What follows belongs to an exercise in optimizing a design on an open flow for small area, a short achievable clock period and few clock cycles per item; a production flow would make more cautious choices. Only simulation tests tie the RTL to the original design; equivalence was not proved. Power and IR drop assume default switching activity.

Design sfa_2x2, start of the top module:
module sfa_2x2(
  input   wire            u_switch_00_macc1_tready,
  output  wire            u_switch_00_macc1_tvalid,
  output  wire  [31 : 0]  u_switch_00_macc1_tdata ,
  input   wire            u_switch_00_macc2_tready,
  output  wire            u_switch_00_macc2_tvalid,
  output  wire  [31 : 0]  u_switch_00_macc2_tdata ,
  output  wire            u_switch_00_sacc_tready ,
  input   wire            u_switch_00_sacc_tvalid ,
  input   wire  [31 : 0]  u_switch_00_sacc_tdata  ,
  output  wire            u_switch_00_sCMD_tready ,
  input   wire            u_switch_00_sCMD_tvalid ,
  input   wire  [31 : 0]  u_switch_00_sCMD_tdata  ,
  input   wire            u_switch_00_mRet_tready ,
  output  wire            u_switch_00_mRet_tvalid ,
  output  wire  [31 : 0]  u_switch_00_mRet_tdata  ,
  input   wire            u_switch_01_macc1_tready,
  output  wire            u_switch_01_macc1_tvalid,
  output  wire  [31 : 0]  u_switch_01_macc1_tdata ,
  input   wire            u_switch_01_macc2_tready,
  output  wire            u_switch_01_macc2_tvalid,
  output  wire  [31 : 0]  u_switch_01_macc2_tdata ,
  output  wire            u_switch_01_sacc_tready ,
  input   wire            u_switch_01_sacc_tvalid ,
  input   wire  [31 : 0]  u_switch_01_sacc_tdata  ,
  output  wire            u_switch_01_sCMD_tready ,
  input   wire            u_switch_01_sCMD_tvalid ,
  input   wire  [31 : 0]  u_switch_01_sCMD_tdata  ,
  input   wire            u_switch_01_mRet_tready ,
  output  wire            u_switch_01_mRet_tvalid ,
  output  wire  [31 : 0]  u_switch_01_mRet_tdata  ,
  input   wire            u_switch_10_macc1_tready,
  output  wire            u_switch_10_macc1_tvalid,
  output  wire  [31 : 0]  u_switch_10_macc1_tdata ,
  input   wire            u_switch_10_macc2_tready,
  output  wire            u_switch_10_macc2_tvalid,
  output  wire  [31 : 0]  u_switch_10_macc2_tdata ,
  output  wire            u_switch_10_sacc_tready ,
  input   wire            u_switch_10_sacc_tvalid ,
  input   wire  [31 : 0]  u_switch_10_sacc_tdata  ,
  output  wire            u_switch_10_sCMD_tready ,
  ...
export LEC_CHECK = 0
export CAP_MARGIN = 20
export CORE_AREA = 5 5 505 505
export DIE_AREA = 0 0 510 510
export PLACE_DENSITY = 0.6
export SETUP_SLACK_MARGIN = 4.0
export SLEW_MARGIN = 20
create_clock -name core_clock -period 8.0 [get_ports {ACLK}]
standard.sh (not shown) runs the stock make flow with config.mk's settings and CLKGATE_MAP_FILE= SYNTH_SCRIPT=/design/flow/synth_recipe.tcl, a recipe that flattens the netlist after the stock synthesis.
==> flow/flow/run.sh <==
#!/bin/bash
# Standard layout, with plain buf_1 cells as the port buffers.
set -o pipefail
export BUFFER_PORTS_ARGS="-buffer_cell sky130_fd_sc_hd__buf_1"
cp standard.sh standard.sh.txt 2>/dev/null
bash standard.sh > standard.log 2>&1
The first run finished with timing, DRC and antenna clean.
Testbench counts at the start, summed over its fixed seeds: cycles 75,526, words 73,380.
==> next run, changes <==
==> flow/flow/run.sh (replaced) <==
#!/bin/bash
# Standard layout, with plain buf_1 cells as the port buffers.
set -o pipefail
export BUFFER_PORTS_ARGS="-buffer_cell sky130_fd_sc_hd__buf_1"

bash standard.sh > standard.log 2>&1
Combinational power is about the same.
Power is unchanged.
Synthesized area stays the same.
Global-route usage stays the same.
Routed wire length stays the same.
Final area is unchanged.
Final cell count is unchanged.
Setup slack stays the same.
Sequential share of layout area does not change.
First-iteration DRC count stays the same.

* * *

run a:
Another version of the RTL of sfa_2x2 (not shown whole).
Size: ~5200 cells after synthesis, roughly 600 flip-flops, roughly 1500 I/O pins.
## sfa_2x2
module sfa_2x2(
  input   wire            u_switch_00_macc1_tready,
  output  wire            u_switch_00_macc1_tvalid,
  output  wire  [31 : 0]  u_switch_00_macc1_tdata ,
  input   wire            u_switch_00_macc2_tready,
  output  wire            u_switch_00_macc2_tvalid,
  output  wire  [31 : 0]  u_switch_00_macc2_tdata ,
  output  wire            u_switch_00_sacc_tready ,
  input   wire            u_switch_00_sacc_tvalid ,
  input   wire  [31 : 0]  u_switch_00_sacc_tdata  ,
  output  wire            u_switch_00_sCMD_tready ,
  input   wire            u_switch_00_sCMD_tvalid ,
  input   wire  [31 : 0]  u_switch_00_sCMD_tdata  ,
  input   wire            u_switch_00_mRet_tready ,
  output  wire            u_switch_00_mRet_tvalid ,
  output  wire  [31 : 0]  u_switch_00_mRet_tdata  ,
  input   wire            u_switch_01_macc1_tready,
  output  wire            u_switch_01_macc1_tvalid,
  output  wire  [31 : 0]  u_switch_01_macc1_tdata ,
  input   wire            u_switch_01_macc2_tready,
  output  wire            u_switch_01_macc2_tvalid,
  output  wire  [31 : 0]  u_switch_01_macc2_tdata ,
  output  wire            u_switch_01_sacc_tready ,
  input   wire            u_switch_01_sacc_tvalid ,
  input   wire  [31 : 0]  u_switch_01_sacc_tdata  ,
  output  wire            u_switch_01_sCMD_tready ,
  input   wire            u_switch_01_sCMD_tvalid ,
  input   wire  [31 : 0]  u_switch_01_sCMD_tdata  ,
  input   wire            u_switch_01_mRet_tready ,
  output  wire            u_switch_01_mRet_tvalid ,
  ...
Settings: LEC_CHECK=0, CAP_MARGIN=20, CORE_AREA=5 5 395 395, DIE_AREA=0 0 400 400, PLACE_DENSITY=0.75, SETUP_SLACK_MARGIN=3.4, SLEW_MARGIN=60; clock period 8.0 ns.
==> flow/flow/run.sh <==
#!/bin/bash
# Standard layout (standard.sh), with plain buf_1 cells as the port buffers
# and pins placed one track apart so that a smaller die holds them.
set -o pipefail
export BUFFER_PORTS_ARGS="-buffer_cell sky130_fd_sc_hd__buf_1"
export PLACE_PINS_ARGS="-min_distance 1 -min_distance_in_tracks"
bash standard.sh > standard.log 2>&1
Run a: all stages complete, timing, DRC and antenna checks passed
Testbench counts of run a, summed over its fixed seeds: cycles 75,526, words 73,380.
#### Input delta (run b over run a)
- a change of SETUP_SLACK_MARGIN from 3.4 to 3.6
- a change of PLACE_DENSITY from 0.75 to 0.6
==> comparison <==
Run b finished all stages; the layout is clean. Run a finished every stage and its layout cleared the timing, DRC and antenna checks. Comparing run b and run a, number of cells in the finished layout apart from fillers is higher on run b. Diff run b and run a: slew at the pin with the worst max-slew slack lower in run b. [compare] base=run a new=run b: utilization now larger, global placer's final weighted congestion comparable, final design area excluding fillers now larger. Number of instances resized during post-cts repair (run b / run a): 6.1. Compared run b vs run a, and global-route wire length before repair is down in run b. The setup slack of the most critical reg-to-reg path in run b sits 660 ps below the value recorded for run a. Total setup buffers inserted after CTS (higher): run b.

-- port drivers added, routing unchanged --
The results above use ideal ports. As a check the final layouts listed here were re-extracted and re-timed, cells and wires unchanged. Step 1: set_driving_cell puts a clkbuf_16 on ACLK and a buf_2 on each other input, an assumption about the parent block. Step 2 moves the port delays by t, midway between the first and last clock arrival at a register: inputs arrive t later, outputs are due t later. That takes back most of the time a late clock gives input paths. Three values: no drivers, after step 1, after step 2; two values: the first two.
run	t, ns	setup WS [ns]	hold WS [ns]	worst setup path at the end
the first run of note 1	0.806	3.266 / 3.206 / 3.206	0.529 / 0.529 / 0.529	input to output
the second run of note 1	0.806	3.266 / 3.206 / 3.206	0.529 / 0.529 / 0.529	input to output
run a	0.742	3.313 / 3.243 / 3.243	0.541 / 0.541 / 0.541	input to output
run b	0.735	3.325 / 3.254 / 2.854	0.529 / 0.529 / 0.529	input to register
After both steps every run listed still meets setup and hold. For run b, which loses most, drivers alone change the setup slack by -0.071 ns; drivers and shift together by -0.471 ns.
